This is an optimization exercise on Yosys and OpenROAD, whose aim is small area and a short achievable clock period, not a production implementation.
RTL that was checked went through simulation tests only; none was proved equivalent to the original.
No functional check of the RTL was part of run 4.
Power figures rest on the tool's default switching activity, not on a simulated workload.

## flow/constraint.sdc

```tcl
create_clock -name core_clock -period 12.0 [get_ports {clk}]
set_input_delay 2.4000 -clock core_clock [delete_from_list [all_inputs] [get_ports {clk}]]
set_output_delay 2.4000 -clock core_clock [all_outputs]
set_load 0.01 [all_outputs]
```

## flow/flow/run.sh

```bash
#!/bin/bash
set -euo pipefail
cp standard.sh standard_copy.sh
sed 's|^make -C|make SETUP_SLACK_MARGIN=7.6 -C|' standard.sh > tight.sh
grep -q "SETUP_SLACK_MARGIN=7.6" tight.sh
bash tight.sh > make_flow.log 2>&1
```

## flow/design.v

```verilog
module multiplier (a, b, prod, qnan, infinity, zero, normal, clk);
input [15:0] a, b;
input clk;
output [15:0] prod;
output qnan, infinity, zero, normal;
wire [12:0] bx = {1'b0, ~&b[14:10] & |b[14:10], b[9:0], 1'b0};
wire [5:0] c_bo, c_bt;
genvar gi;
generate for (gi = 0; gi < 6; gi = gi + 1) begin : rec
  assign c_bo[gi] = bx[2*gi+1] ^ bx[2*gi];
  assign c_bt[gi] = (bx[2*gi+2] & ~bx[2*gi+1] & ~bx[2*gi]) | (~bx[2*gi+2] & bx[2*gi+1] & bx[2*gi]);
end endgenerate
reg [10:0] sa;
reg [5:0] bo, bt;
reg [4:0] bn;
reg [4:0] ea, eb;
reg sgn1;
always @(posedge clk) begin
  sa <= {~&a[14:10] & |a[14:10], a[9:0]};
  bo <= c_bo;
  bt <= c_bt;
  bn <= {b[9], b[7], b[5], b[3], b[1]};
  ea <= a[14:10];
  eb <= b[14:10];
  sgn1 <= a[15] ^ b[15];
end
wire b_m0 = ~|{bo[4:0], bt[4:0]};
wire a_m0 = ~|sa[9:0];
wire a_e1 = &ea, b_e1 = &eb;
wire a_n = ~a_e1 & |ea, b_n = ~b_e1 & |eb;
wire a_inf = a_e1 & a_m0, b_inf = b_e1 & b_m0;
wire a_zero = ~a_n & ~a_e1 & a_m0, b_zero = ~b_n & ~b_e1 & b_m0;
wire c_qnan = (a_inf & b_zero) | (b_inf & a_zero);
wire c_zero = ~a_inf & ~b_inf & (a_zero | b_zero);
wire c_fin = ~a_e1 & ~b_e1 & ~a_zero & ~b_zero;
wire [5:0] esum = ea + eb;
wire [4:0] pe_nn = ea + eb + 5'd17;
wire [4:0] c_pe0 = (a_n & b_n) ? pe_nn : a_n ? ea : b_n ? eb : 5'd15;
wire [4:0] c_pe1 = c_pe0 + 5'd1;
wire c_f0 = c_fin & (~(a_n & b_n) | (esum <= 6'd45));
wire c_f1 = c_fin & ((a_n & b_n) ? (esum <= 6'd44) : a_n ? (ea != 5'd30) : b_n ? (eb != 5'd30) : 1'b1);
wire pp_0_0 = ~(bn[0] ^ ((bo[0] & sa[0])));
wire pp_0_1 = ~(bn[0] ^ ((bo[0] & sa[1]) | (bt[0] & sa[0])));
wire pp_0_2 = ~(bn[0] ^ ((bo[0] & sa[2]) | (bt[0] & sa[1])));
wire pp_0_3 = ~(bn[0] ^ ((bo[0] & sa[3]) | (bt[0] & sa[2])));
wire pp_0_4 = ~(bn[0] ^ ((bo[0] & sa[4]) | (bt[0] & sa[3])));
wire pp_0_5 = ~(bn[0] ^ ((bo[0] & sa[5]) | (bt[0] & sa[4])));
wire pp_0_6 = ~(bn[0] ^ ((bo[0] & sa[6]) | (bt[0] & sa[5])));
wire pp_0_7 = ~(bn[0] ^ ((bo[0] & sa[7]) | (bt[0] & sa[6])));
wire pp_0_8 = ~(bn[0] ^ ((bo[0] & sa[8]) | (bt[0] & sa[7])));
wire pp_0_9 = ~(bn[0] ^ ((bo[0] & sa[9]) | (bt[0] & sa[8])));
wire pp_0_10 = ~(bn[0] ^ ((bo[0] & sa[10]) | (bt[0] & sa[9])));
wire pp_0_11 = ~(bn[0] ^ ((bt[0] & sa[10])));
wire pp_1_0 = ~(bn[1] ^ ((bo[1] & sa[0])));
wire pp_1_1 = ~(bn[1] ^ ((bo[1] & sa[1]) | (bt[1] & sa[0])));
wire pp_1_2 = ~(bn[1] ^ ((bo[1] & sa[2]) | (bt[1] & sa[1])));
wire pp_1_3 = ~(bn[1] ^ ((bo[1] & sa[3]) | (bt[1] & sa[2])));
wire pp_1_4 = ~(bn[1] ^ ((bo[1] & sa[4]) | (bt[1] & sa[3])));
wire pp_1_5 = ~(bn[1] ^ ((bo[1] & sa[5]) | (bt[1] & sa[4])));
wire pp_1_6 = ~(bn[1] ^ ((bo[1] & sa[6]) | (bt[1] & sa[5])));
wire pp_1_7 = ~(bn[1] ^ ((bo[1] & sa[7]) | (bt[1] & sa[6])));
wire pp_1_8 = ~(bn[1] ^ ((bo[1] & sa[8]) | (bt[1] & sa[7])));
wire pp_1_9 = ~(bn[1] ^ ((bo[1] & sa[9]) | (bt[1] & sa[8])));
wire pp_1_10 = ~(bn[1] ^ ((bo[1] & sa[10]) | (bt[1] & sa[9])));
wire pp_1_11 = ~(bn[1] ^ ((bt[1] & sa[10])));
wire pp_2_0 = ~(bn[2] ^ ((bo[2] & sa[0])));
wire pp_2_1 = ~(bn[2] ^ ((bo[2] & sa[1]) | (bt[2] & sa[0])));
wire pp_2_2 = ~(bn[2] ^ ((bo[2] & sa[2]) | (bt[2] & sa[1])));
wire pp_2_3 = ~(bn[2] ^ ((bo[2] & sa[3]) | (bt[2] & sa[2])));
wire pp_2_4 = ~(bn[2] ^ ((bo[2] & sa[4]) | (bt[2] & sa[3])));
wire pp_2_5 = ~(bn[2] ^ ((bo[2] & sa[5]) | (bt[2] & sa[4])));
wire pp_2_6 = ~(bn[2] ^ ((bo[2] & sa[6]) | (bt[2] & sa[5])));
wire pp_2_7 = ~(bn[2] ^ ((bo[2] & sa[7]) | (bt[2] & sa[6])));
wire pp_2_8 = ~(bn[2] ^ ((bo[2] & sa[8]) | (bt[2] & sa[7])));
wire pp_2_9 = ~(bn[2] ^ ((bo[2] & sa[9]) | (bt[2] & sa[8])));
wire pp_2_10 = ~(bn[2] ^ ((bo[2] & sa[10]) | (bt[2] & sa[9])));
wire pp_2_11 = ~(bn[2] ^ ((bt[2] & sa[10])));
wire pp_3_0 = ~(bn[3] ^ ((bo[3] & sa[0])));
wire pp_3_1 = ~(bn[3] ^ ((bo[3] & sa[1]) | (bt[3] & sa[0])));
wire pp_3_2 = ~(bn[3] ^ ((bo[3] & sa[2]) | (bt[3] & sa[1])));
wire pp_3_3 = ~(bn[3] ^ ((bo[3] & sa[3]) | (bt[3] & sa[2])));
wire pp_3_4 = ~(bn[3] ^ ((bo[3] & sa[4]) | (bt[3] & sa[3])));
wire pp_3_5 = ~(bn[3] ^ ((bo[3] & sa[5]) | (bt[3] & sa[4])));
wire pp_3_6 = ~(bn[3] ^ ((bo[3] & sa[6]) | (bt[3] & sa[5])));
wire pp_3_7 = ~(bn[3] ^ ((bo[3] & sa[7]) | (bt[3] & sa[6])));
wire pp_3_8 = ~(bn[3] ^ ((bo[3] & sa[8]) | (bt[3] & sa[7])));
wire pp_3_9 = ~(bn[3] ^ ((bo[3] & sa[9]) | (bt[3] & sa[8])));
wire pp_3_10 = ~(bn[3] ^ ((bo[3] & sa[10]) | (bt[3] & sa[9])));
wire pp_3_11 = ~(bn[3] ^ ((bt[3] & sa[10])));
wire pp_4_0 = ~(bn[4] ^ ((bo[4] & sa[0])));
wire pp_4_1 = ~(bn[4] ^ ((bo[4] & sa[1]) | (bt[4] & sa[0])));
wire pp_4_2 = ~(bn[4] ^ ((bo[4] & sa[2]) | (bt[4] & sa[1])));
wire pp_4_3 = ~(bn[4] ^ ((bo[4] & sa[3]) | (bt[4] & sa[2])));
wire pp_4_4 = ~(bn[4] ^ ((bo[4] & sa[4]) | (bt[4] & sa[3])));
wire pp_4_5 = ~(bn[4] ^ ((bo[4] & sa[5]) | (bt[4] & sa[4])));
wire pp_4_6 = ~(bn[4] ^ ((bo[4] & sa[6]) | (bt[4] & sa[5])));
wire pp_4_7 = ~(bn[4] ^ ((bo[4] & sa[7]) | (bt[4] & sa[6])));
wire pp_4_8 = ~(bn[4] ^ ((bo[4] & sa[8]) | (bt[4] & sa[7])));
wire pp_4_9 = ~(bn[4] ^ ((bo[4] & sa[9]) | (bt[4] & sa[8])));
wire pp_4_10 = ~(bn[4] ^ ((bo[4] & sa[10]) | (bt[4] & sa[9])));
wire pp_4_11 = ~(bn[4] ^ ((bt[4] & sa[10])));
wire pp_5_0 = ~((bo[5] & sa[0]));
wire pp_5_1 = ~((bo[5] & sa[1]) | (bt[5] & sa[0]));
wire pp_5_2 = ~((bo[5] & sa[2]) | (bt[5] & sa[1]));
wire pp_5_3 = ~((bo[5] & sa[3]) | (bt[5] & sa[2]));
wire pp_5_4 = ~((bo[5] & sa[4]) | (bt[5] & sa[3]));
wire pp_5_5 = ~((bo[5] & sa[5]) | (bt[5] & sa[4]));
wire pp_5_6 = ~((bo[5] & sa[6]) | (bt[5] & sa[5]));
wire pp_5_7 = ~((bo[5] & sa[7]) | (bt[5] & sa[6]));
wire pp_5_8 = ~((bo[5] & sa[8]) | (bt[5] & sa[7]));
wire pp_5_9 = ~((bo[5] & sa[9]) | (bt[5] & sa[8]));
wire pp_5_10 = ~((bo[5] & sa[10]) | (bt[5] & sa[9]));
wire pp_5_11 = ~((bt[5] & sa[10]));
wire [4:0] bnn = ~bn;
wire s1, c2, s3, c4, s5, c6, s7, c8, s9, c10, s11, c12, s13, c14, s15, c16, s17, c18, s19, c20, s21, c22, s23, c24, s25, c26, s27, c28, s29, c30, s31, c32, s33, c34, s35, c36, s37, c38, s39, s40, c41, s42, c43, s44, c45, s46, c47, s48, c49, s50, c51, s52, c53, s54, c55, s56, c57, s58, c59, s60, c61, s62, c63, s64, c65, s66, c67, s68, c69, s70, s71, c72, s73, c74, s75, c76, s77, c78, s79, c80, s81, c82, s83, c84, s85, c86, s87, c88, s89, c90, s91, c92, s93, c94, s95, c96, s97, c98, s99, c100, s101, c102, s103, c104, s105, c106, s107, c108, s109;
nhs us1 (.a(pp_0_6), .b(pp_1_4), .y(s1));
nhc uc2 (.a(pp_0_6), .b(pp_1_4), .y(c2));
nhs us3 (.a(pp_0_7), .b(pp_1_5), .y(s3));
nhc uc4 (.a(pp_0_7), .b(pp_1_5), .y(c4));
fa us5 (.y(pp_0_8), .x(pp_1_6), .cin(pp_2_4), .sum(s5), .cout(c6));
nhs us7 (.a(pp_3_2), .b(pp_4_0), .y(s7));
nhc uc8 (.a(pp_3_2), .b(pp_4_0), .y(c8));
fa us9 (.y(pp_0_9), .x(pp_1_7), .cin(pp_2_5), .sum(s9), .cout(c10));
nhs us11 (.a(pp_3_3), .b(pp_4_1), .y(s11));
nhc uc12 (.a(pp_3_3), .b(pp_4_1), .y(c12));
fa us13 (.y(pp_0_10), .x(pp_1_8), .cin(pp_2_6), .sum(s13), .cout(c14));
fa us15 (.y(pp_3_4), .x(pp_4_2), .cin(pp_5_0), .sum(s15), .cout(c16));
fa us17 (.y(pp_0_11), .x(pp_1_9), .cin(pp_2_7), .sum(s17), .cout(c18));
fa us19 (.y(pp_3_5), .x(pp_4_3), .cin(pp_5_1), .sum(s19), .cout(c20));
fa us21 (.y(pp_1_10), .x(pp_2_8), .cin(pp_3_6), .sum(s21), .cout(c22));
fa us23 (.y(pp_4_4), .x(pp_5_2), .cin(bnn[0]), .sum(s23), .cout(c24));
fa us25 (.y(pp_1_11), .x(pp_2_9), .cin(pp_3_7), .sum(s25), .cout(c26));
fa us27 (.y(pp_4_5), .x(pp_5_3), .cin(bnn[0]), .sum(s27), .cout(c28));
fa us29 (.y(pp_2_10), .x(pp_3_8), .cin(pp_4_6), .sum(s29), .cout(c30));
fa us31 (.y(pp_5_4), .x(bn[0]), .cin(bn[1]), .sum(s31), .cout(c32));
ha us33 (.a(pp_2_11), .b(pp_3_9), .sum(s33), .cout(c34));
nhs us35 (.a(pp_4_7), .b(pp_5_5), .y(s35));
nhc uc36 (.a(pp_4_7), .b(pp_5_5), .y(c36));
fa us37 (.y(pp_3_10), .x(pp_4_8), .cin(pp_5_6), .sum(s37), .cout(c38));
assign s39 = ~pp_3_11;
nhs us40 (.a(pp_0_4), .b(pp_1_2), .y(s40));
nhc uc41 (.a(pp_0_4), .b(pp_1_2), .y(c41));
nhs us42 (.a(pp_0_5), .b(pp_1_3), .y(s42));
nhc uc43 (.a(pp_0_5), .b(pp_1_3), .y(c43));
fa us44 (.y(pp_2_2), .x(pp_3_0), .cin(bnn[3]), .sum(s44), .cout(c45));
fa us46 (.y(pp_2_3), .x(pp_3_1), .cin(c2), .sum(s46), .cout(c47));
fa us48 (.y(bnn[4]), .x(c4), .cin(s7), .sum(s48), .cout(c49));
fa us50 (.y(c8), .x(s11), .cin(c6), .sum(s50), .cout(c51));
fa us52 (.y(c12), .x(c10), .cin(s13), .sum(s52), .cout(c53));
fa us54 (.y(c14), .x(c16), .cin(s17), .sum(s54), .cout(c55));
fa us56 (.y(c18), .x(c20), .cin(s21), .sum(s56), .cout(c57));
fa us58 (.y(c22), .x(s25), .cin(c24), .sum(s58), .cout(c59));
fa us60 (.y(c26), .x(s29), .cin(c28), .sum(s60), .cout(c61));
fa us62 (.y(s35), .x(s33), .cin(c30), .sum(s62), .cout(c63));
fa us64 (.y(bn[2]), .x(c34), .cin(c36), .sum(s64), .cout(c65));
fa us66 (.y(pp_4_9), .x(pp_5_7), .cin(s39), .sum(s66), .cout(c67));
fa us68 (.y(pp_3_11), .x(pp_4_10), .cin(pp_5_8), .sum(s68), .cout(c69));
assign s70 = ~pp_4_11;
nhs us71 (.a(pp_0_2), .b(pp_1_0), .y(s71));
nhc uc72 (.a(pp_0_2), .b(pp_1_0), .y(c72));
nhs us73 (.a(pp_0_3), .b(pp_1_1), .y(s73));
nhc uc74 (.a(pp_0_3), .b(pp_1_1), .y(c74));
fa us75 (.y(pp_2_0), .x(bnn[2]), .cin(s40), .sum(s75), .cout(c76));
fa us77 (.y(pp_2_1), .x(c41), .cin(s42), .sum(s77), .cout(c78));
fa us79 (.y(c43), .x(s1), .cin(s44), .sum(s79), .cout(c80));
fa us81 (.y(s3), .x(c45), .cin(s46), .sum(s81), .cout(c82));
fa us83 (.y(s5), .x(c47), .cin(s48), .sum(s83), .cout(c84));
fa us85 (.y(s9), .x(c49), .cin(s50), .sum(s85), .cout(c86));
fa us87 (.y(s15), .x(c51), .cin(s52), .sum(s87), .cout(c88));
fa us89 (.y(s19), .x(c53), .cin(s54), .sum(s89), .cout(c90));
fa us91 (.y(s23), .x(c55), .cin(s56), .sum(s91), .cout(c92));
fa us93 (.y(s27), .x(c57), .cin(s58), .sum(s93), .cout(c94));
fa us95 (.y(s31), .x(c59), .cin(s60), .sum(s95), .cout(c96));
fa us97 (.y(c32), .x(s62), .cin(c61), .sum(s97), .cout(c98));
fa us99 (.y(s37), .x(s64), .cin(c63), .sum(s99), .cout(c100));
fa us101 (.y(c38), .x(s66), .cin(c65), .sum(s101), .cout(c102));
fa us103 (.y(bn[3]), .x(c67), .cin(s68), .sum(s103), .cout(c104));
fa us105 (.y(pp_5_9), .x(s70), .cin(c69), .sum(s105), .cout(c106));
fa us107 (.y(pp_4_11), .x(pp_5_10), .cin(bn[4]), .sum(s107), .cout(c108));
assign s109 = ~pp_5_11;
wire [21:0] ra_n = {s109, s107, c104, s103, s101, s99, c96, c94, c92, c90, c88, c86, c84, c82, c80, c78, c76, c74, c72, bnn[1], pp_0_1, pp_0_0};
wire [21:0] rb_n = {c108, c106, s105, c102, c100, c98, s97, s95, s93, s91, s89, s87, s85, s83, s81, s79, s77, s75, s73, s71, 1'b1, bnn[0]};
wire [21:0] ck = ra_n & rb_n;
wire [21:0] cp = ra_n ^ rb_n;
wire G0_1 = ck[1] | (cp[1] & (ra_n[0] | rb_n[0]));
wire G0_2 = ck[2] | (cp[2] & ck[1]);
wire P0_2 = cp[2] & cp[1];
wire G0_3 = ck[3] | (cp[3] & ck[2]);
wire P0_3 = cp[3] & cp[2];
wire G0_4 = ck[4] | (cp[4] & ck[3]);
wire P0_4 = cp[4] & cp[3];
wire G0_5 = ck[5] | (cp[5] & ck[4]);
wire P0_5 = cp[5] & cp[4];
wire G0_6 = ck[6] | (cp[6] & ck[5]);
wire P0_6 = cp[6] & cp[5];
wire G0_7 = ck[7] | (cp[7] & ck[6]);
wire P0_7 = cp[7] & cp[6];
wire G0_8 = ck[8] | (cp[8] & ck[7]);
wire P0_8 = cp[8] & cp[7];
wire G0_9 = ck[9] | (cp[9] & ck[8]);
wire P0_9 = cp[9] & cp[8];
wire G0_10 = ck[10] | (cp[10] & ck[9]);
wire P0_10 = cp[10] & cp[9];
wire G0_11 = ck[11] | (cp[11] & ck[10]);
wire P0_11 = cp[11] & cp[10];
wire G0_12 = ck[12] | (cp[12] & ck[11]);
wire P0_12 = cp[12] & cp[11];
wire G0_13 = ck[13] | (cp[13] & ck[12]);
wire P0_13 = cp[13] & cp[12];
wire G0_14 = ck[14] | (cp[14] & ck[13]);
wire P0_14 = cp[14] & cp[13];
wire G0_15 = ck[15] | (cp[15] & ck[14]);
wire P0_15 = cp[15] & cp[14];
wire G0_16 = ck[16] | (cp[16] & ck[15]);
wire P0_16 = cp[16] & cp[15];
wire G0_17 = ck[17] | (cp[17] & ck[16]);
wire P0_17 = cp[17] & cp[16];
wire G0_18 = ck[18] | (cp[18] & ck[17]);
wire P0_18 = cp[18] & cp[17];
wire G0_19 = ck[19] | (cp[19] & ck[18]);
wire P0_19 = cp[19] & cp[18];
wire G0_20 = ck[20] | (cp[20] & ck[19]);
wire P0_20 = cp[20] & cp[19];
wire G0_21 = ck[21] | (cp[21] & ck[20]);
wire P0_21 = cp[21] & cp[20];
wire G1_2 = G0_2 | (P0_2 & (ra_n[0] | rb_n[0]));
wire G1_3 = G0_3 | (P0_3 & G0_1);
wire G1_4 = G0_4 | (P0_4 & G0_2);
wire P1_4 = P0_4 & P0_2;
wire G1_5 = G0_5 | (P0_5 & G0_3);
wire P1_5 = P0_5 & P0_3;
wire G1_6 = G0_6 | (P0_6 & G0_4);
wire P1_6 = P0_6 & P0_4;
wire G1_7 = G0_7 | (P0_7 & G0_5);
wire P1_7 = P0_7 & P0_5;
wire G1_8 = G0_8 | (P0_8 & G0_6);
wire P1_8 = P0_8 & P0_6;
wire G1_9 = G0_9 | (P0_9 & G0_7);
wire P1_9 = P0_9 & P0_7;
wire G1_10 = G0_10 | (P0_10 & G0_8);
wire P1_10 = P0_10 & P0_8;
wire G1_11 = G0_11 | (P0_11 & G0_9);
wire P1_11 = P0_11 & P0_9;
wire G1_12 = G0_12 | (P0_12 & G0_10);
wire P1_12 = P0_12 & P0_10;
wire G1_13 = G0_13 | (P0_13 & G0_11);
wire P1_13 = P0_13 & P0_11;
wire G1_14 = G0_14 | (P0_14 & G0_12);
wire P1_14 = P0_14 & P0_12;
wire G1_15 = G0_15 | (P0_15 & G0_13);
wire P1_15 = P0_15 & P0_13;
wire G1_16 = G0_16 | (P0_16 & G0_14);
wire P1_16 = P0_16 & P0_14;
wire G1_17 = G0_17 | (P0_17 & G0_15);
wire P1_17 = P0_17 & P0_15;
wire G1_18 = G0_18 | (P0_18 & G0_16);
wire P1_18 = P0_18 & P0_16;
wire G1_19 = G0_19 | (P0_19 & G0_17);
wire P1_19 = P0_19 & P0_17;
wire G1_20 = G0_20 | (P0_20 & G0_18);
wire P1_20 = P0_20 & P0_18;
wire G1_21 = G0_21 | (P0_21 & G0_19);
wire P1_21 = P0_21 & P0_19;
wire G2_4 = G1_4 | (P1_4 & (ra_n[0] | rb_n[0]));
wire G2_5 = G1_5 | (P1_5 & G0_1);
wire G2_6 = G1_6 | (P1_6 & G1_2);
wire G2_7 = G1_7 | (P1_7 & G1_3);
wire G2_8 = G1_8 | (P1_8 & G1_4);
wire P2_8 = P1_8 & P1_4;
wire G2_9 = G1_9 | (P1_9 & G1_5);
wire P2_9 = P1_9 & P1_5;
wire G2_10 = G1_10 | (P1_10 & G1_6);
wire P2_10 = P1_10 & P1_6;
wire G2_11 = G1_11 | (P1_11 & G1_7);
wire P2_11 = P1_11 & P1_7;
wire G2_12 = G1_12 | (P1_12 & G1_8);
wire P2_12 = P1_12 & P1_8;
wire G2_13 = G1_13 | (P1_13 & G1_9);
wire P2_13 = P1_13 & P1_9;
wire G2_14 = G1_14 | (P1_14 & G1_10);
wire P2_14 = P1_14 & P1_10;
wire G2_15 = G1_15 | (P1_15 & G1_11);
wire P2_15 = P1_15 & P1_11;
wire G2_16 = G1_16 | (P1_16 & G1_12);
wire P2_16 = P1_16 & P1_12;
wire G2_17 = G1_17 | (P1_17 & G1_13);
wire P2_17 = P1_17 & P1_13;
wire G2_18 = G1_18 | (P1_18 & G1_14);
wire P2_18 = P1_18 & P1_14;
wire G2_19 = G1_19 | (P1_19 & G1_15);
wire P2_19 = P1_19 & P1_15;
wire G2_20 = G1_20 | (P1_20 & G1_16);
wire P2_20 = P1_20 & P1_16;
wire G2_21 = G1_21 | (P1_21 & G1_17);
wire P2_21 = P1_21 & P1_17;
wire G3_8 = G2_8 | (P2_8 & (ra_n[0] | rb_n[0]));
wire G3_9 = G2_9 | (P2_9 & G0_1);
wire G3_10 = G2_10 | (P2_10 & G1_2);
wire G3_11 = G2_11 | (P2_11 & G1_3);
wire G3_12 = G2_12 | (P2_12 & G2_4);
wire G3_13 = G2_13 | (P2_13 & G2_5);
wire G3_14 = G2_14 | (P2_14 & G2_6);
wire G3_15 = G2_15 | (P2_15 & G2_7);
wire G3_16 = G2_16 | (P2_16 & G2_8);
wire P3_16 = P2_16 & P2_8;
wire G3_17 = G2_17 | (P2_17 & G2_9);
wire P3_17 = P2_17 & P2_9;
wire G3_18 = G2_18 | (P2_18 & G2_10);
wire P3_18 = P2_18 & P2_10;
wire G3_19 = G2_19 | (P2_19 & G2_11);
wire P3_19 = P2_19 & P2_11;
wire G3_20 = G2_20 | (P2_20 & G2_12);
wire P3_20 = P2_20 & P2_12;
wire G3_21 = G2_21 | (P2_21 & G2_13);
wire P3_21 = P2_21 & P2_13;
wire G4_16 = G3_16 | (P3_16 & (ra_n[0] | rb_n[0]));
wire G4_17 = G3_17 | (P3_17 & G0_1);
wire G4_18 = G3_18 | (P3_18 & G1_2);
wire G4_19 = G3_19 | (P3_19 & G1_3);
wire G4_20 = G3_20 | (P3_20 & G2_4);
wire G4_21 = G3_21 | (P3_21 & G2_5);
wire [22:0] ncy;
assign ncy[0] = 1'b1;
assign ncy[1] = (ra_n[0] | rb_n[0]);
assign ncy[2] = G0_1;
assign ncy[3] = G1_2;
assign ncy[4] = G1_3;
assign ncy[5] = G2_4;
assign ncy[6] = G2_5;
assign ncy[7] = G2_6;
assign ncy[8] = G2_7;
assign ncy[9] = G3_8;
assign ncy[10] = G3_9;
assign ncy[11] = G3_10;
assign ncy[12] = G3_11;
assign ncy[13] = G3_12;
assign ncy[14] = G3_13;
assign ncy[15] = G3_14;
assign ncy[16] = G3_15;
assign ncy[17] = G4_16;
assign ncy[18] = G4_17;
assign ncy[19] = G4_18;
assign ncy[20] = G4_19;
assign ncy[21] = G4_20;
assign ncy[22] = G4_21;
wire [21:0] raw = ~(cp ^ ncy[21:0]);
reg [11:0] r2;
reg hin2, sgn2, q2, z2, f02, f12;
reg [4:0] pe2;
always @(posedge clk) begin
  r2 <= raw[21:10];
  hin2 <= ~raw[21];
  sgn2 <= sgn1;
  q2 <= c_qnan;
  z2 <= c_zero;
  f02 <= c_f0;
  f12 <= c_f1;
  pe2 <= c_pe0;
end
wire [4:0] pe2i = pe2 + 5'd1;
wire [4:0] e0 = f02 ? pe2 : {5{~z2}};
wire [4:0] e1 = f12 ? pe2i : {5{~z2}};
wire hi = r2[11];
wire lo = hin2;
wire fin = (hi & f12) | (lo & f02);
assign qnan = q2;
assign zero = z2;
assign normal = fin;
assign infinity = ~(q2 | z2 | fin);
assign prod[15] = sgn2;
assign prod[14:10] = ({5{hi}} & e1) | ({5{lo}} & e0);
assign prod[9:0] = ({10{hi & f12}} & r2[10:1]) | ({10{lo & f02}} & r2[9:0]) | {q2, 3'b000, q2, 1'b0, q2, 1'b0, q2, 1'b0};
endmodule
module nhs (a, b, y);
input a, b;
output y;
assign y = ~(a ^ b);
endmodule
module nhc (a, b, y);
input a, b;
output y;
assign y = a | b;
endmodule
module g_xor2 (a, b, y);
input a, b;
output y;
assign y = a ^ b;
endmodule
module g_xnor2 (a, b, y);
input a, b;
output y;
assign y = ~(a ^ b);
endmodule
module g_nor2 (a, b, y);
input a, b;
output y;
assign y = ~(a | b);
endmodule
module g_nand2 (a, b, y);
input a, b;
output y;
assign y = ~(a & b);
endmodule
module g_inv (a, y);
input a;
output y;
assign y = ~a;
endmodule
module g_a21oi (a, b, c, y);
input a, b, c;
output y;
assign y = ~((a & b) | c);
endmodule
module g_o21ai (a, b, c, y);
input a, b, c;
output y;
assign y = ~((a | b) & c);
endmodule
module xr2 (a, b, y);
input a, b;
output y;
assign y = a ^ b;
endmodule
module ha (a, b, sum, cout);
input a, b;
output sum, cout;
assign sum = a ^ b;
assign cout = a & b;
endmodule
module fa (x, y, cin, sum, cout);
input x, y, cin;
output sum, cout;
assign sum = x ^ y ^ cin;
assign cout = (x & y) | (x & cin) | (y & cin);
endmodule
```

## flow/config.mk

```make
export PLATFORM = sky130hd
export DESIGN_NAME = multiplier
export DESIGN_NICKNAME = multiplier
export VERILOG_FILES = /design/flow/design.v
export SDC_FILE = /design/flow/constraint.sdc
export NUM_CORES = 4
export LEC_CHECK = 0
export CAP_MARGIN = 20
export CORE_MARGIN = 2
export CORE_UTILIZATION = 55
export CTS_BUF_LIST = sky130_fd_sc_hd__clkbuf_8
export PLACE_DENSITY = 0.7
export SLEW_MARGIN = 20
export SYNTH_HIERARCHICAL = 1
```

## flow/standard.sh

```bash
#!/bin/bash
# synth_recipe.tcl (not shown) runs the flow's synth.tcl, then flattens the netlist and writes it again
# the make line also repeats each setting of config.mk as NAME=value (left out here)
make -C /OpenROAD-flow-scripts/flow DESIGN_CONFIG=/design/flow/config.mk WORK_HOME=/design/flow/orfs CLKGATE_MAP_FILE= SYNTH_SCRIPT=/design/flow/synth_recipe.tcl "${@:-finish}"
```

==> results of run 1 <==
kinds of logic (layout without fill, tap and decap cells):
kind of cell	after synthesis	in the layout
buffers and inverters	48	88
and+or+nand+nor	122	122
adders and majority gates	77	77
muxes	4	4
xor gates and xnor gates	90	90
AOI/OAI and AO/OA	155	155
DFF	62	62
worst paths after layout:
kind,start,to,depth (start not counted)
worst max register to register,sa[7],r2[4],12
worst min-delay path,sgn1,sgn2,0
worst max-delay path,f12,prod[10],4
worst min register to register,sgn1,sgn2,0
modules after synthesis (local to each module, per instance):
module / copies in the design / flops+latches / cell area (sq um) / cells
nhs: 9 / 0 / 8.758 / 1
nhc: 9 / 0 / 6.256 / 1
ha: 1 / 0 / 12.51 / 1
fa: 43 / 0 / 20.02 / 1
multiplier: 1 / 62 / 4323 / 496
worst register-to-register path, delay by kind of cell, from the launching register on:
kind / cells / cell delay (ns)
AND/OR/NAND/NOR: 2 / 0.32
adder cells (fa/ha/maj): 4 / 1.72
flip-flops: 1 / 0.66
AO/OA/AOI/OAI: 5 / 1.19
XOR/XNOR: 1 / 0.19
placed cells by master (no fill, tap or decap), drive strengths merged, types with 4 or more instances in the layout:
master	n
xnor2	75
ha	31
clkdlybuf4s50	48
fa	46
o22ai	4
nand4	6
nand3b	4
nor2b	5
buf	5
clkbuf	9
mux2i	4
and2	5
nand3	5
a22o	7
a31oi	6
inv	15
a221o	4
xor2	15
nand2b	7
or4	4
dfxtp	62
nand2	27
a21oi	24
o21ai	19
a21o	7
a211o	4
nor2	24
nor4	5
a22oi	61
and3	9
dlymetal6s2s	4
nor3	6
or2	12
metrics by stage:
step	util	setup slack (ns)	hold slack (ns)	cells
after global placement	0.6310	7.742	0.3195	706
after CTS	0.6569	7.549	0.3374	722
after global routing	0.6648	7.534	0.3530	727
final	0.6648	7.727	0.3393	727
after detailed placement	0.6310	7.669	0.3168	706
after floorplan	-	8.090	0.3096	558
flip-flops by register name, indices dropped and copies added, names as in the netlist:
| name | flops |
|---|---|
| r2 | 12 |
| sa | 11 |
| bo | 6 |
| bt | 6 |
| bn | 5 |
| ea | 5 |
| eb | 5 |
| pe2 | 5 |
| f02 | 1 |
| f12 | 1 |
| hin2 | 1 |
| q2 | 1 |
| sgn1 | 1 |
| sgn2 | 1 |
| z2 | 1 |
timing repair:
action                                 in CTS  in global routing
hold buffers                                0                  0
resized for setup                           6                  9
setup endpoints to repair                   4                 14
endpoints found under the hold margin       0                  0
setup buffers                               0                  5
pin swaps                                   0                  1
layer usage:
| metal | vias up | track usage | wire length, microns |
|---|---|---|---|
| met5 | - | 0 | 0 |
| met4 | 0 | 0.08615 | 235 |
| met3 | 22 | 0.03830 | 697 |
| met2 | 170 | 0.4480 | 6402 |
| met1 | 2125 | 0.3263 | 5358 |
| li1 | 2072 | - | - |
layout make-up:
class	instances	area (sq um)
multi-input cells	448	3933
fillers	790	3127
flip-flops and latches	62	1241
repair buffers	57	568.0
well taps	129	161.4
clock buffers	9	123.9
clock inverters	7	106.4
inverters	15	67.56
where the power goes:
part / switching [mW] / internal, mW
clock network: 0.0772 / 0.135
registers: 0.0454 / 0.259
logic: 0.616 / 0.506
==> flow_summary.yaml, run 1 <==
run_status:
  run_status: "timing/DRC/antenna clean"
logic_synthesis:
  syn-num-nets: 668
  netlist_top_cells_area: "dfxtp_1 23%, fa_1 17%, xnor2_1 12%, a22oi_1 8.6%, ha_1 7.3%"
  synth_area_leader_cell: "dfxtp_1"
  syn_avg_cell_area_sq_um: 9.554
  synth_top_family_by_area: "adder cells"
  yosysWarningCount: 7
  synth_edf_count: 0
  synth_flop_cell: "dfxtp_1"
  syn_inst: 558
  yosys-top-cells-count: "75 x xnor2_1, 62 x dfxtp_1, 61 x a22oi_1, 46 x fa_1, 31 x ha_1"
  synth-simple-area-share: 0.1209
  yosys.area_share.xor_xnor: 0.1479
  synth_compound_area_frac: 0.2110
  ys_seq_area_frac: 0.2328
  ys_seq_elements: 62
  yosysMostFrequentCell: "xnor2_1"
  muxShareOfSynthArea: 0.007510
  synthAdderAreaFrac: 0.2455
  async_flop_share: 0
  synth_cell_types: 56
  syn-cell-area_sq_um: 5331
  synth_top_cell_area_share: 0.2328
critical_path:
  cp_data_required_time_ns: 9.60
  cp_max_fo: 8
  slowest_stage: "clkdlybuf4s50_1"
  cp_cell_sequence: "o21ai_4, a21o_1, a32oi_1, clkdlybuf4s50_1"
  slowest_delay_ns: 0.56
  critPathKind: "reg2out"
  critPathTopFamily: "buffers and inverters"
  worst-path-buf-inv: 1
  r2r_setup_slack_ns: 7.78
  worstSetupEndpointType: "output pin"
  startpoint_type: "flip-flop"
  crit_arrival_ns: 1.87
route:
  drt-vias-per-instance: 6.037
  drcViolationCount: 0
  wl_per_cell_microns: 17.46
  num_vias: 4389
  drtIter0Drc: 312
  antenna_left: 0
  drt_wl_total_mm: 12.70
  drtPass1Iterations: 5
die:
  coreArea_sq_um: 9328
  io_pins: 53
  fp-row-count: 35
  die_w_microns: 102.5
  start_util: 0.5716
  die_h_microns: 102.5
  fp.dieArea_sq_um: 10500
cts:
  cts.sinks: 62
  ctsRootBufferMaster: "clkbuf_8"
  htree_levels: 3
  clock_latency_ns: 0.35
  clk_pin_slew_ns: 0.06
  cts_made_buffers: 9
  cts_tree: "yes"
  cts_buffer_depth: 2
grt:
  grt_max_degree: 14
  antenna_found_initial: 0
  overflow: 0
  track_usage: 0.2571
  grt_pass1_wl_mm: 20.87
  grt_pass1_vias: 4293
placed_design:
  portBuffers: 52
  dp_hpwl_mm: 9.718
  place_congestion: 0.9385
  place_area_sq_um: 5886
sta:
  finClkSkew_ns: 0.009452
  hold_violations: 0
  finalSetupTns_ns: 0
  grt_setup_unrepaired: "true"
  setup_violations: 0
  slew-limit-headroom: 0.5623
  period_needed_ns: 4.273
  tightest_slew_ns: 0.6559
  fin_crit_sh: 0.3561
  maxSlewViolCount: 0
  max_freq_mhz: 234.0
cells_and_area:
  diodes: 0
  area_growth_pct: 16.31
  nets: 703
  postLayoutCellArea_sq_um: 6201
  final_layout_size_suffix_gt1_frac: 0.06856
power_and_ir_drop:
  power.density_nw_per_um2: 264.1
  vdd_drop_max_v: 0.0001606
  p_leak_nw: 2.426
  p_total_mw: 1.638
hold_path:
  hold_path_class: "reg2reg"
flow_run:
  cap_violations: 0
==> run 2, diff against run 1 <==
==> flow/flow/run.sh (replaced) <==
#!/bin/bash
set -euo pipefail
cp standard.sh standard_copy.sh
sed 's|^make -C|make SETUP_SLACK_MARGIN=7.8 RECOVER_POWER=100 -C|' standard.sh > tight.sh
grep -q "SETUP_SLACK_MARGIN=7.8 RECOVER_POWER=100" tight.sh
bash tight.sh > make_flow.log 2>&1
==> flow_summary.yaml, run 2 <==
cts:
  cts_made_buffers: 9
  cts_buffer_depth: 2
  cts.sinks: 62
  clock_latency_ns: 0.34
  cts_tree: "yes"
  htree_levels: 3
  ctsRootBufferMaster: "clkbuf_8"
  clk_pin_slew_ns: 0.07
  hold_buffers: 0
placed_design:
  dp_hpwl_mm: 9.718
  portBuffers: 52
  place_congestion: 0.9385
  place_area_sq_um: 5886
die:
  fp-row-count: 35
  coreArea_sq_um: 9328
  die_h_microns: 102.5
  io_pins: 53
  fp.dieArea_sq_um: 10500
  start_util: 0.5716
  die_w_microns: 102.5
logic_synthesis:
  syn-cell-area_sq_um: 5331
  synth_cell_types: 56
  ys_seq_area_frac: 0.2328
  async_flop_share: 0
  yosys-top-cells-count: "75 x xnor2_1, 62 x dfxtp_1, 61 x a22oi_1, 46 x fa_1, 31 x ha_1"
  syn_inst: 558
  synth_top_cell_area_share: 0.2328
  netlist_top_cells_area: "dfxtp_1 23%, fa_1 17%, xnor2_1 12%, a22oi_1 8.6%, ha_1 7.3%"
  yosysWarningCount: 7
  ys_seq_elements: 62
  synth_flop_cell: "dfxtp_1"
  synth_edf_count: 0
  synth_area_leader_cell: "dfxtp_1"
  yosysMostFrequentCell: "xnor2_1"
  syn_avg_cell_area_sq_um: 9.554
  syn-num-nets: 668
critical_path:
  worstSetupEndpointType: "output pin"
  r2r-end: "r2[4]"
  r2r_cells: 12
  cp_max_fo: 4
  r2r_setup_slack_ns: 7.60
  critPathKind: "reg2out"
  startpoint_type: "flip-flop"
  crit_arrival_ns: 2.07
  cp_data_required_time_ns: 9.60
  r2r_start: "sa[7]"
hold_path:
  hold-path-endpoint: "sgn2"
  hp-start: "sgn1"
  holdPathStages: 0
  hold_path_class: "reg2reg"
sta:
  slew-limit-headroom: 0.6377
  tightest_slew_ns: 0.5427
  hold_ws_ns: 0.3392
  maxSlewViolCount: 0
  period_needed_ns: 4.471
  grt_setup_unrepaired: "false"
  finClkSkew_ns: 0.007229
  max_freq_mhz: 223.7
  fin_crit_sh: 0.3726
  finalSetupTns_ns: 0
  setup_violations: 0
  hold_violations: 0
route:
  num_vias: 4412
  drt-vias-per-instance: 5.995
  antenna_left: 0
  drtPass1Iterations: 5
  drtIter0Drc: 285
  drt_wl_total_mm: 12.81
  drcViolationCount: 0
  wl_per_cell_microns: 17.40
grt:
  grt_max_degree: 14
  track_usage: 0.2580
  antenna_found_initial: 0
  grt_pass1_vias: 4312
  grt_pass1_wl_mm: 20.98
  overflow: 0
cells_and_area:
  regMostFlops: "r2"
  nets: 712
  regArea_sq_um: 1264
  diodes: 0
  postLayoutCellArea_sq_um: 6267
  fillers: 783
  multi_input_area_sq_um: 3897
  largest_reg_flops: 12
  area_growth_pct: 17.55
  reg.largest.list: "r2 x12, sa x11"
  final_cell_mix: "75 x xnor2_1, 61 x a22oi_1, 46 x fa_1"
  layout_commonest_cell: "xnor2_1"
  final_layout_size_suffix_gt1_frac: 0.1071
power_and_ir_drop:
  power.density_nw_per_um2: 255.6
  p_leak_nw: 2.466
  vdd_drop_max_v: 0.0001567
flow_run:
  cap_violations: 0
run_status:
  run_status: "timing/DRC/antenna clean"
-- run 2: per-module statistics from Yosys (local to each module, per instance) --
module | flops+latches | times used | cell area [sq um]
ha | 0 | 1 | 12.51
fa | 0 | 43 | 20.02
nhc | 0 | 9 | 6.256
nhs | 0 | 9 | 8.758
multiplier | 62 | 1 | 4323
-- run 2: logic make-up (layout without fill, tap and decap cells) --
logic type / count (synthesis) / count (layout) / share of synthesized area
AO/OA/AOI/OAI: 155 / 155 / 0.2110
AND/OR/NAND/NOR: 122 / 122 / 0.1209
XOR/XNOR: 90 / 90 / 0.1479
adder cells (fa/ha/maj): 77 / 77 / 0.2455
flip-flops: 62 / 62 / 0.2328
buffers and inverters: 48 / 97 / 0.03450
multiplexers: 4 / 4 / 0.007510
-- run 2: worst max-delay path, cell delays in order (launching register included) --
cell and delay (ns):
dfxtp_1 0.38, inv_2 0.07, o21ai_0 0.40, buf_4 0.20
o21ai_0 0.07, a211o_1 0.30, clkdlybuf4s25_1 0.29
-- run 2: report_power, final --
part	total [mW]	internal [mW]	switching (mW)
clock network	0.213	0.135	0.0779
registers	0.304	0.260	0.0442
logic	1.08	0.486	0.598
total	1.60	0.882	0.720
-- run 2: layout make-up --
type                       count  area share
inverter                      15     0.01158
timing repair buffer          66      0.1024
tap                          129     0.02575
sequential                    62      0.2016
multi-input combinational    448      0.6219
clock buffer                   9     0.01976
clock inverter                 7     0.01697
-- run 2: repair_timing --
item,4_1_cts,5_1_grt
pin swaps,1,2
endpoints found under the setup margin,25,26
gates resized for setup,13,33
buffers inserted,3,11
hold endpoints to repair,0,0
-- run 2: routing by layer --
layer | share of wire | track usage
met5 | 0 | 0
met4 | 0.017 | 0.08718
met3 | 0.070 | 0.03830
met2 | 0.50 | 0.4495
met1 | 0.41 | 0.3272
-- run 2: worst max path at each step --
| stage | startpoint | end | slack [ns] | cells past startpoint |
|---|---|---|---|---|
| after global placement | bn[2] | r2[4] | 7.74 | 12 |
| after detailed placement | bn[2] | r2[4] | 7.67 | 12 |
| final | z2 | prod[14] | 7.53 | 6 |
| after CTS | z2 | prod[12] | 7.65 | 5 |
| after floorplan | bn[3] | r2[8] | 8.09 | 14 |
| after global routing | sa[7] | r2[4] | 7.34 | 12 |
-- run 2: per-stage QoR --
stage / cells / util / total power [mW] / setup slack, ns
floorplan: 558 / - / 1.100 / 8.090
global placement: 706 / 0.6310 / 1.375 / 7.742
detailed placement: 706 / 0.6310 / 1.405 / 7.669
CTS: 725 / 0.6606 / 1.627 / 7.651
global route: 736 / 0.6719 / 1.761 / 7.343
finish: 736 / 0.6719 / 1.602 / 7.529
==> run 3, diff against run 2 <==
==> flow/flow/run.sh (replaced) <==
#!/bin/bash
set -euo pipefail
cp standard.sh standard_copy.sh
sed "s|^make -C|make SETUP_SLACK_MARGIN=7.8 'CTS_ARGS=-sink_clustering_enable -repair_clock_nets -buf_list sky130_fd_sc_hd__clkbuf_8 -dont_use_dummy_load' -C|" standard.sh > tight.sh
grep -q "SETUP_SLACK_MARGIN=7.8 'CTS_ARGS=" tight.sh
bash tight.sh > make_flow.log 2>&1
==> flow_summary.yaml, run 3 <==
run_status:
  run_status: "timing/DRC/antenna clean"
critical_path:
  critPathKind: "reg2out"
  startpoint_type: "flip-flop"
  worstSetupEndpointType: "output pin"
  crit_start: "f02"
  cp_max_fo: 11
  cp_data_required_time_ns: 9.60
  r2r_setup_slack_ns: 7.94
  r2r_start: "sa[9]"
  crit_arrival_ns: 1.71
cts:
  cts_made_buffers: 9
  ctsRootBufferMaster: "clkbuf_8"
  cts_buffer_depth: 2
  cts.sinks: 62
  htree_levels: 3
  cts_tree: "yes"
  clock_latency_ns: 0.34
  clk_pin_slew_ns: 0.06
cells_and_area:
  final_layout_size_suffix_gt1_frac: 0.1211
  diodes: 0
  layout_commonest_cell: "xnor2_1"
  reg.largest.list: "r2 x12, sa x11"
  nets: 715
  area_growth_pct: 16.90
  final_cell_mix: "75 x xnor2_1, 61 x a22oi_1, 46 x fa_1, 46 x clkdlybuf4s50_1, 43 x dfxtp_1"
  final_cell_count_no_fill: 732
  regMostFlops: "r2"
  largest_reg_flops: 12
sta:
  finalSetupTns_ns: 0
  hold_violations: 0
  period_needed_ns: 4.109
  grt_setup_unrepaired: "false"
  slew-limit-headroom: 0.6550
  maxSlewViolCount: 0
  fin_crit_sh: 0.3424
  hold_ws_ns: 0.3375
  tightest_slew_ns: 0.5169
  setup_violations: 0
  max_freq_mhz: 243.4
  finClkSkew_ns: 0.01788
route:
  antenna_left: 0
  drcViolationCount: 0
  m1WireLength_mm: 5.391
  drt_wl_total_mm: 12.84
  num_vias: 4415
  drtIter0Drc: 287
  wl_met3_microns: 756
  dr_wl_met2_mm: 6.433
  maxUsedRoutingLayer: "met4"
  wl_per_cell_microns: 17.55
  drtPass1Iterations: 6
  drt-vias-per-instance: 6.031
logic_synthesis:
  synth_edf_count: 0
  synth_cell_types: 56
  async_flop_share: 0
  synthAdderAreaFrac: 0.2455
  syn_avg_cell_area_sq_um: 9.554
  yosysWarningCount: 7
  ys_seq_elements: 62
  ys_seq_area_frac: 0.2328
  yosysMostFrequentCell: "xnor2_1"
  syn-num-nets: 668
  syn-cell-area_sq_um: 5331
  syn_inst: 558
  yosys.area_share.xor_xnor: 0.1479
  synth_compound_area_frac: 0.2110
  synth_flop_cell: "dfxtp_1"
  netlist_top_cells_area: "dfxtp_1 23%, fa_1 17%, xnor2_1 12%, a22oi_1 8.6%, ha_1 7.3%"
  synth_top_family_by_area: "adder cells"
  synth_top_cell_area_share: 0.2328
  muxShareOfSynthArea: 0.007510
  synth-simple-area-share: 0.1209
  synth_area_leader_cell: "dfxtp_1"
  yosys-top-cells-count: "75 x xnor2_1, 62 x dfxtp_1, 61 x a22oi_1, 46 x fa_1, 31 x ha_1"
die:
  fp.dieArea_sq_um: 10500
  coreArea_sq_um: 9328
  fp-row-count: 35
  io_pins: 53
  die_h_microns: 102.5
  start_util: 0.5716
  die_w_microns: 102.5
placed_design:
  portBuffers: 52
  dp_cells: 706
  dp_hpwl_mm: 9.718
  place_congestion: 0.9385
power_and_ir_drop:
  vdd_drop_max_v: 0.0001597
  power.density_nw_per_um2: 253.3
  p_leak_nw: 2.427
grt:
  grt_pass1_wl_mm: 20.82
  grt_max_degree: 14
  overflow: 0
  antenna_found_initial: 0
  grt_pass1_vias: 4293
  track_usage: 0.2555
hold_path:
  hold_path_class: "reg2reg"
  hp-start: "sgn1"
flow_run:
  cap_violations: 0
run 3: cell counts after synthesis:
No cell type changed its count.
run 3: worst max-delay path, stage by stage (launching register included):
cell             delay, ns
dfxtp_1               0.36
and2_4                0.20
a221o_1               0.34
clkdlybuf4s50_1       0.48
run 3: cell type report:
type | count | area (sq um)
inverters | 15 | 72.57
flip-flops and latches | 62 | 1265
multi-input cells | 448 | 3940
clock buffers | 9 | 123.9
repair buffers | 69 | 669.4
fillers | 781 | 3095
well taps | 129 | 161.4
run 3: stage by stage:
step / util / instance area, sq um / total power, mW / setup WS (ns)
2_1_floorplan: - / 5331 / 1.100 / 8.090
3_3_place_gp: 0.6310 / 5886 / 1.375 / 7.742
3_5_place_dp: 0.6310 / 5886 / 1.405 / 7.669
4_1_cts: 0.6492 / 6056 / 1.547 / 7.662
5_1_grt: 0.6681 / 6232 / 1.730 / 7.770
6_report: 0.6681 / 6232 / 1.579 / 7.891
run 3: logic make-up (layout without fill, tap and decap cells):
family                   after synthesis  in the layout
AO/OA/AOI/OAI                        155            155
multiplexers                           4              4
adder cells (fa/ha/maj)               77             77
flip-flops                            62             62
AND/OR/NAND/NOR                      122            122
buffers and inverters                 48             93
XOR/XNOR                              90             90
run 3: worst paths after layout:
| kind | endpoint | cells after the start |
|---|---|---|
| setup reg to reg | hin2 | 12 |
| setup / recovery | prod[5] | 3 |
| hold / removal | sgn2 | 0 |
| hold reg to reg | sgn2 | 0 |
run 3: report_power, final:
part	total (mW)	leakage (nW)	internal, mW	switching [mW]
logic	1.14	1.84	0.519	0.621
clock network	0.133	0.0647	0.0664	0.0666
registers	0.306	0.523	0.260	0.0458
run 3: metal layers:
layer / track usage / up-vias
met4: 0.08103 / 0
met2: 0.4449 / 157
li1: - / 2089
met5: 0 / -
met3: 0.04172 / 20
met1: 0.3241 / 2149
run 3: repair_timing:
| item | CTS | global route |
|---|---|---|
| setup endpoints to repair | 25 | 22 |
| pin swaps | 1 | 2 |
| resized for setup | 13 | 32 |
| buffers inserted | 3 | 14 |
| hold buffers | 0 | 0 |
run 3: Yosys stat by module (local to each module, per instance):
module	cells	cell area, sq um
nhc	1	6.256
nhs	1	8.758
multiplier	496	4323
ha	1	12.51
fa	1	20.02
==> run 4, diff against run 3 <==
--- a/flow/design.v
+++ b/flow/design.v
@@ -12,7 +12,7 @@
 end endgenerate
 reg [10:0] sa;
 reg [5:0] bo, bt;
-reg [4:0] bn;
+reg [4:0] bn, bnn;
 reg [4:0] ea, eb;
 reg sgn1;
 always @(posedge clk) begin
@@ -20,6 +20,7 @@
   bo <= c_bo;
   bt <= c_bt;
   bn <= {b[9], b[7], b[5], b[3], b[1]};
+  bnn <= ~{b[9], b[7], b[5], b[3], b[1]};
   ea <= a[14:10];
   eb <= b[14:10];
   sgn1 <= a[15] ^ b[15];
@@ -111,7 +112,6 @@
 wire pp_5_9 = ~((bo[5] & sa[9]) | (bt[5] & sa[8]));
 wire pp_5_10 = ~((bo[5] & sa[10]) | (bt[5] & sa[9]));
 wire pp_5_11 = ~((bt[5] & sa[10]));
-wire [4:0] bnn = ~bn;
 wire s1, c2, s3, c4, s5, c6, s7, c8, s9, c10, s11, c12, s13, c14, s15, c16, s17, c18, s19, c20, s21, c22, s23, c24, s25, c26, s27, c28, s29, c30, s31, c32, s33, c34, s35, c36, s37, c38, s39, s40, c41, s42, c43, s44, c45, s46, c47, s48, c49, s50, c51, s52, c53, s54, c55, s56, c57, s58, c59, s60, c61, s62, c63, s64, c65, s66, c67, s68, c69, s70, s71, c72, s73, c74, s75, c76, s77, c78, s79, c80, s81, c82, s83, c84, s85, c86, s87, c88, s89, c90, s91, c92, s93, c94, s95, c96, s97, c98, s99, c100, s101, c102, s103, c104, s105, c106, s107, c108, s109;
 nhs us1 (.a(pp_0_6), .b(pp_1_4), .y(s1));
 nhc uc2 (.a(pp_0_6), .b(pp_1_4), .y(c2));
--- a/flow/config.mk
+++ b/flow/config.mk
@@ -7,8 +7,8 @@
 export LEC_CHECK = 0
 export CAP_MARGIN = 20
 export CORE_MARGIN = 2
-export CORE_UTILIZATION = 55
+export CORE_UTILIZATION = 62
 export CTS_BUF_LIST = sky130_fd_sc_hd__clkbuf_8
-export PLACE_DENSITY = 0.7
+export PLACE_DENSITY = 0.75
 export SLEW_MARGIN = 20
 export SYNTH_HIERARCHICAL = 1
==> flow_summary.yaml, run 4 <==
logic_synthesis:
  synth_area_leader_cell: "dfxtp_1"
  syn_avg_cell_area_sq_um: 9.680
  yosysMostFrequentCell: "xor2_1"
  netlist_top_cells_area: "dfxtp_1 24%, fa_1 16%, xor2_1 11%, a22oi_1 8.1%, ha_1 6.9%"
  syn-num-nets: 687
  synth_cell_types: 64
  async_flop_share: 0
  synth_flop_cell: "dfxtp_1"
  synth_top_cell_area_share: 0.2401
  yosysWarningCount: 7
  ys_seq_area_frac: 0.2401
  syn_inst: 577
  synth_edf_count: 0
  ys_seq_elements: 67
  yosys-top-cells-count: "69 x xor2_1, 67 x dfxtp_1, 60 x a22oi_1, 46 x fa_1, 36 x nand2_1"
  syn-cell-area_sq_um: 5585
cells_and_area:
  multi_input_area_sq_um: 4121
  final_layout_size_suffix_gt1_frac: 0.1184
  largest_reg_flops: 12
  layout_commonest_cell: "xor2_1"
  reg.largest.list: "r2 x12, sa x11"
  area_growth_pct: 13.69
  nets: 720
  fillers: 695
  diodes: 0
  regArea_sq_um: 1383
  final_cell_mix: "69 x xor2_1, 60 x a22oi_1, 47 x clkdlybuf4s50_1"
  postLayoutCellArea_sq_um: 6350
  regMostFlops: "r2"
critical_path:
  critPathTopFamily: "buffers and inverters"
  critPathKind: "reg2out"
  crit_arrival_ns: 1.75
  cp_data_required_time_ns: 9.60
  r2r_setup_slack_ns: 7.86
  worstSetupEndpointType: "output pin"
  startpoint_type: "flip-flop"
  slowest_stage: "clkdlybuf4s50_1"
  cp_cell_sequence: "and2_4, a221o_1, clkdlybuf4s50_1"
  slowest_delay_ns: 0.49
  cp_max_fo: 11
  worst-path-buf-inv: 1
route:
  drtPass1Iterations: 5
  drt_wl_total_mm: 14.02
  num_vias: 4591
  wl_per_cell_microns: 19.58
  drt-vias-per-instance: 6.412
  antenna_left: 0
  drcViolationCount: 0
  drtIter0Drc: 306
die:
  fp.dieArea_sq_um: 9784
  start_util: 0.6405
  coreArea_sq_um: 8721
  die_h_microns: 98.92
  die_w_microns: 98.92
  fp-row-count: 34
  io_pins: 53
cts:
  cts.sinks: 67
  ctsRootBufferMaster: "clkbuf_8"
  clk_pin_slew_ns: 0.07
  htree_levels: 3
  cts_made_buffers: 9
  cts_buffer_depth: 2
  clock_latency_ns: 0.34
  cts_tree: "yes"
sta:
  fin_crit_sh: 0.3456
  tightest_slew_ns: 0.6543
  setup_violations: 0
  grt_setup_unrepaired: "true"
  period_needed_ns: 4.147
  slew-limit-headroom: 0.5525
  finClkSkew_ns: 0.02284
  hold_ws_ns: 0.3374
  max_freq_mhz: 241.1
  finalSetupTns_ns: 0
  maxSlewViolCount: 0
  hold_violations: 0
grt:
  grt_max_degree: 14
  track_usage: 0.2994
  overflow: 0
  grt_pass1_vias: 4752
  antenna_found_initial: 0
  grt_pass1_wl_mm: 23.52
power_and_ir_drop:
  p_leak_nw: 2.497
  power.density_nw_per_um2: 277.3
  vdd_drop_max_v: 0.0001371
placed_design:
  place_area_sq_um: 6098
  place_congestion: 0.9751
  portBuffers: 52
  dp_hpwl_mm: 10.68
hold_path:
  hold_path_class: "reg2reg"
run_status:
  run_status: "timing/DRC/antenna clean"
flow_run:
  cap_violations: 0
## run 4: cell count changes after synthesis, moves of 5 or more
cell / before / now
clkbuf_1: 25 / 15
a21oi_1: 24 / 19
xnor2_1: 75 / 21
buf_1: 7 / 15
dfxtp_1: 62 / 67
xor2_1: 15 / 69
nand2_1: 27 / 36
o21ai_0: 17 / 22
## run 4: logic make-up after synthesis
family | share of synthesized area
AOI/OAI and AO/OA | 0.2153
xor gates and xnor gates | 0.1411
adders and majority gates | 0.2343
buffers and inverters | 0.03427
DFF | 0.2401
muxes | 0.007393
and+or+nand+nor | 0.1275
## run 4: Yosys stat by module, one instance, submodules excluded
module,area (sq um),copies in the design,flip-flops and latches
fa,20.02,43,0
nhs,8.758,9,0
ha,12.51,1,0
nhc,6.256,9,0
multiplier,4577,1,67
## run 4: final timing paths
check / from / end / depth (start not counted)
min: sgn1 / sgn2 / 0
max: hin2 / prod[9] / 3
max reg2reg: sa[8] / hin2 / 12
min reg2reg: sgn1 / sgn2 / 0
## run 4: what timing repair did
item                       CTS  global route
setup buffers                1             1
gates resized for setup     38            19
hold buffers                 0             0
cloned                       1             0
setup endpoints to repair   23            22
pin swaps                    2             4
## run 4: report_power, final
group | internal (mW) | switching [mW]
clock | 0.0667 | 0.0713
sequential | 0.278 | 0.0515
combinational | 0.590 | 0.703
total | 0.935 | 0.825
## run 4: area by class of cell
type / instances / share of cell area
sequential: 67 / 0.2177
tap: 108 / 0.02128
multi-input combinational: 465 / 0.6491
clock buffer: 9 / 0.01951
inverter: 13 / 0.007685
timing repair buffer: 54 / 0.08473
## run 4: metal layers
layer / part of all wire / GRT usage / up-vias
met3: 0.075 / 0.06738 / 15
met2: 0.48 / 0.4792 / 194
met4: 0.012 / 0.06744 / 0
met5: 0 / 0 / -
li1: - / - / 2151
met1: 0.44 / 0.4176 / 2231
## run 4: metrics by stage
stage	setup slack, ns	utilization	std cells	power, mW
floorplan	7.822	-	577	1.228
global placement	7.582	0.6993	704	1.518
detailed placement	7.545	0.6993	704	1.543
CTS	7.726	0.7220	715	1.697
global route	7.688	0.7281	716	1.915
finish	7.853	0.7281	716	1.761
==> run 5, diff against run 4 <==
--- a/flow/design.v
+++ b/flow/design.v
@@ -12,7 +12,7 @@
 end endgenerate
 reg [10:0] sa;
 reg [5:0] bo, bt;
-reg [4:0] bn, bnn;
+reg [4:0] bn;
 reg [4:0] ea, eb;
 reg sgn1;
 always @(posedge clk) begin
@@ -20,7 +20,6 @@
   bo <= c_bo;
   bt <= c_bt;
   bn <= {b[9], b[7], b[5], b[3], b[1]};
-  bnn <= ~{b[9], b[7], b[5], b[3], b[1]};
   ea <= a[14:10];
   eb <= b[14:10];
   sgn1 <= a[15] ^ b[15];
@@ -112,6 +111,7 @@
 wire pp_5_9 = ~((bo[5] & sa[9]) | (bt[5] & sa[8]));
 wire pp_5_10 = ~((bo[5] & sa[10]) | (bt[5] & sa[9]));
 wire pp_5_11 = ~((bt[5] & sa[10]));
+wire [4:0] bnn = ~bn;
 wire s1, c2, s3, c4, s5, c6, s7, c8, s9, c10, s11, c12, s13, c14, s15, c16, s17, c18, s19, c20, s21, c22, s23, c24, s25, c26, s27, c28, s29, c30, s31, c32, s33, c34, s35, c36, s37, c38, s39, s40, c41, s42, c43, s44, c45, s46, c47, s48, c49, s50, c51, s52, c53, s54, c55, s56, c57, s58, c59, s60, c61, s62, c63, s64, c65, s66, c67, s68, c69, s70, s71, c72, s73, c74, s75, c76, s77, c78, s79, c80, s81, c82, s83, c84, s85, c86, s87, c88, s89, c90, s91, c92, s93, c94, s95, c96, s97, c98, s99, c100, s101, c102, s103, c104, s105, c106, s107, c108, s109;
 nhs us1 (.a(pp_0_6), .b(pp_1_4), .y(s1));
 nhc uc2 (.a(pp_0_6), .b(pp_1_4), .y(c2));
==> flow_summary.yaml, run 5 <==
cts:
  htree_levels: 3
  hold_buffers: 0
  cts.sinks: 62
  cts_tree: "yes"
  cts_buffer_depth: 2
  cts_made_buffers: 9
  clk_pin_slew_ns: 0.06
  ctsRootBufferMaster: "clkbuf_8"
  clock_latency_ns: 0.34
placed_design:
  portBuffers: 52
  dp_hpwl_mm: 9.620
  place_congestion: 0.8568
logic_synthesis:
  synth_area_leader_cell: "dfxtp_1"
  async_flop_share: 0
  synth_cell_types: 56
  syn_avg_cell_area_sq_um: 9.554
  synth_top_cell_area_share: 0.2328
  yosysWarningCount: 7
  yosys-top-cells-count: "75 x xnor2_1, 62 x dfxtp_1, 61 x a22oi_1, 46 x fa_1, 31 x ha_1"
  syn_inst: 558
  yosysMostFrequentCell: "xnor2_1"
  ys_seq_elements: 62
  netlist_top_cells_area: "dfxtp_1 23%, fa_1 17%, xnor2_1 12%, a22oi_1 8.6%, ha_1 7.3%"
  ys_seq_area_frac: 0.2328
  synth_edf_count: 0
  synth_flop_cell: "dfxtp_1"
  syn-cell-area_sq_um: 5331
  syn-num-nets: 668
power_and_ir_drop:
  vdd_drop_max_v: 0.0001691
  power.density_nw_per_um2: 253.2
  p_leak_nw: 2.400
route:
  drcViolationCount: 0
  antenna_left: 0
  drtIter0Drc: 324
  drt_wl_total_mm: 12.66
  drt-vias-per-instance: 6.270
  drtPass1Iterations: 5
  wl_per_cell_microns: 17.95
  num_vias: 4420
grt:
  track_usage: 0.2749
  grt_max_degree: 14
  antenna_found_initial: 0
  grt_pass1_wl_mm: 21.13
  overflow: 0
  grt_pass1_vias: 4340
cells_and_area:
  diodes: 0
  reg.largest.list: "r2 x12, sa x11"
  nets: 712
  final_layout_size_suffix_gt1_frac: 0.1117
  final_cell_mix: "75 x xnor2_1, 61 x a22oi_1, 47 x dfxtp_1, 47 x clkdlybuf4s50_1, 46 x fa_1"
  final_util: 0.7477
  regMostFlops: "r2"
  layout_commonest_cell: "xnor2_1"
  area_growth_pct: 15.82
  fillers: 601
  largest_reg_flops: 12
die:
  io_pins: 53
  start_util: 0.6456
  die_w_microns: 96.73
  coreArea_sq_um: 8258
  fp.dieArea_sq_um: 9357
  die_h_microns: 96.73
  fp-row-count: 33
critical_path:
  critPathKind: "reg2out"
  startpoint_type: "flip-flop"
  cp_data_required_time_ns: 9.60
  slowest_stage: "clkdlybuf4s50_1"
  crit_arrival_ns: 1.72
  worstSetupEndpointType: "output pin"
  cp_max_fo: 11
  r2r_start: "bn[3]"
  slowest_delay_ns: 0.48
  crit_start: "hin2"
  cp_cell_sequence: "and2_4, a221o_1, clkdlybuf4s50_1"
  r2r_setup_slack_ns: 7.93
sta:
  grt_setup_unrepaired: "false"
  fin_crit_sh: 0.3437
  slew-limit-headroom: 0.6587
  finalSetupTns_ns: 0
  tightest_slew_ns: 0.5112
  maxSlewViolCount: 0
  setup_violations: 0
  finClkSkew_ns: 0.01425
  period_needed_ns: 4.125
  max_freq_mhz: 242.5
  hold_violations: 0
hold_path:
  hp-start: "sgn1"
  hold_path_class: "reg2reg"
flow_run:
  cap_violations: 0
run_status:
  run_status: "timing/DRC/antenna clean"
## run 5: critical path, delay by kind of cell, from the launching register on
kind            cells  cell delay [ns]
flops               1             0.34
buf+inv             1             0.48
simple gates        1             0.21
compound gates      1             0.35
## run 5: worst paths after layout
path,cells after the start,endpoint
setup / recovery,3,prod[9]
hold / removal,0,sgn2
setup reg to reg,11,r2[4]
hold reg to reg,0,sgn2
## run 5: power by group
| part | total, mW | leakage [nW] | switching [mW] | internal (mW) |
|---|---|---|---|---|
| logic | 1.12 | 1.81 | 0.605 | 0.517 |
| clock network | 0.135 | 0.0647 | 0.0685 | 0.0665 |
| registers | 0.307 | 0.522 | 0.0468 | 0.260 |
| total | 1.56 | 2.40 | 0.721 | 0.843 |
## run 5: metrics by stage
stage | worst slack, ns | total power, mW | area [sq um] | hold slack [ns] | instances
final | 7.875 | 1.564 | 6175 | 0.3200 | 705
after global routing | 7.779 | 1.702 | 6175 | 0.3275 | 705
after CTS | 7.592 | 1.531 | 6045 | 0.3243 | 696
after detailed placement | 7.707 | 1.388 | 5856 | 0.3144 | 682
after global placement | 7.815 | 1.360 | 5856 | 0.3132 | 682
after floorplan | 8.090 | 1.100 | 5331 | 0.3096 | 558
## run 5: cell families after synthesis
group | Yosys count | share of synthesized area
buf+inv | 48 | 0.03450
compound gates | 155 | 0.2110
flops | 62 | 0.2328
mux | 4 | 0.007510
xor+xnor | 90 | 0.1479
fa+ha+maj | 77 | 0.2455
simple gates | 122 | 0.1209
## run 5: final cells by class
class	count	area (sq um)	area share
Clock buffer	9	123.9	0.02006
Inverter	15	72.57	0.01175
Tap cell	105	131.4	0.02128
Multi-Input combinational cell	448	3948	0.6393
Sequential cell	62	1260	0.2041
Timing Repair Buffer	66	639.4	0.1035
## run 5: modules after synthesis (local to each module, per instance)
module	copies in the design	flops+latches	cell area, sq um
nhs	9	0	8.758
nhc	9	0	6.256
ha	1	0	12.51
multiplier	1	62	4323
fa	43	0	20.02
## run 5: what timing repair did
action,4_1_cts,5_1_grt
gates cloned,0,0
pin swaps,0,1
setup buffers,5,9
gates resized for setup,13,27
setup endpoints to repair,25,26
hold endpoints to repair,0,0
## run 5: layer usage
layer	vias to the layer above	part of all wire	global-route usage
li1	2081	-	-
met2	182	0.48	0.4380
met4	0	0.019	0.08776
met5	-	0	0
met1	2133	0.43	0.3808
met3	24	0.071	0.05130

what the ideal ports hide:
How much do the figures lean on ideal ports? The routed layouts below were timed once more, with nothing changed but the port constraints.
Step 1: set_driving_cell puts a clkbuf_16 on clk and a buf_2 on each other input, an assumption about the parent block.
Step 2 times the ports against the registers' clock, not the clock port: input delays grow and output delays shrink by t, the midpoint of the rising clock arrivals with the driver on.
Slacks: no drivers / after step 1 / after step 2; pairs: no drivers / after step 1.
run	shift t [ns]	slack for setup (ns)	hold slack, ns	worst slew at a driven data input, ns	pins driven straight from the clock port
run 1	0.373	7.727 / 7.693 / 7.778	0.339 / 0.339 / 0.339	0.03	1
run 2	0.373	7.529 / 7.497 / 7.597	0.339 / 0.339 / 0.339	0.03	1
run 3	0.366	7.891 / 7.858 / 7.942	0.338 / 0.338 / 0.338	0.03	1
run 4	0.358	7.853 / 7.823 / 7.865	0.337 / 0.337 / 0.337	0.04	1
run 5	0.364	7.875 / 7.844 / 7.932	0.320 / 0.320 / 0.320	0.04	1
After both steps setup and hold are still met in every run listed.
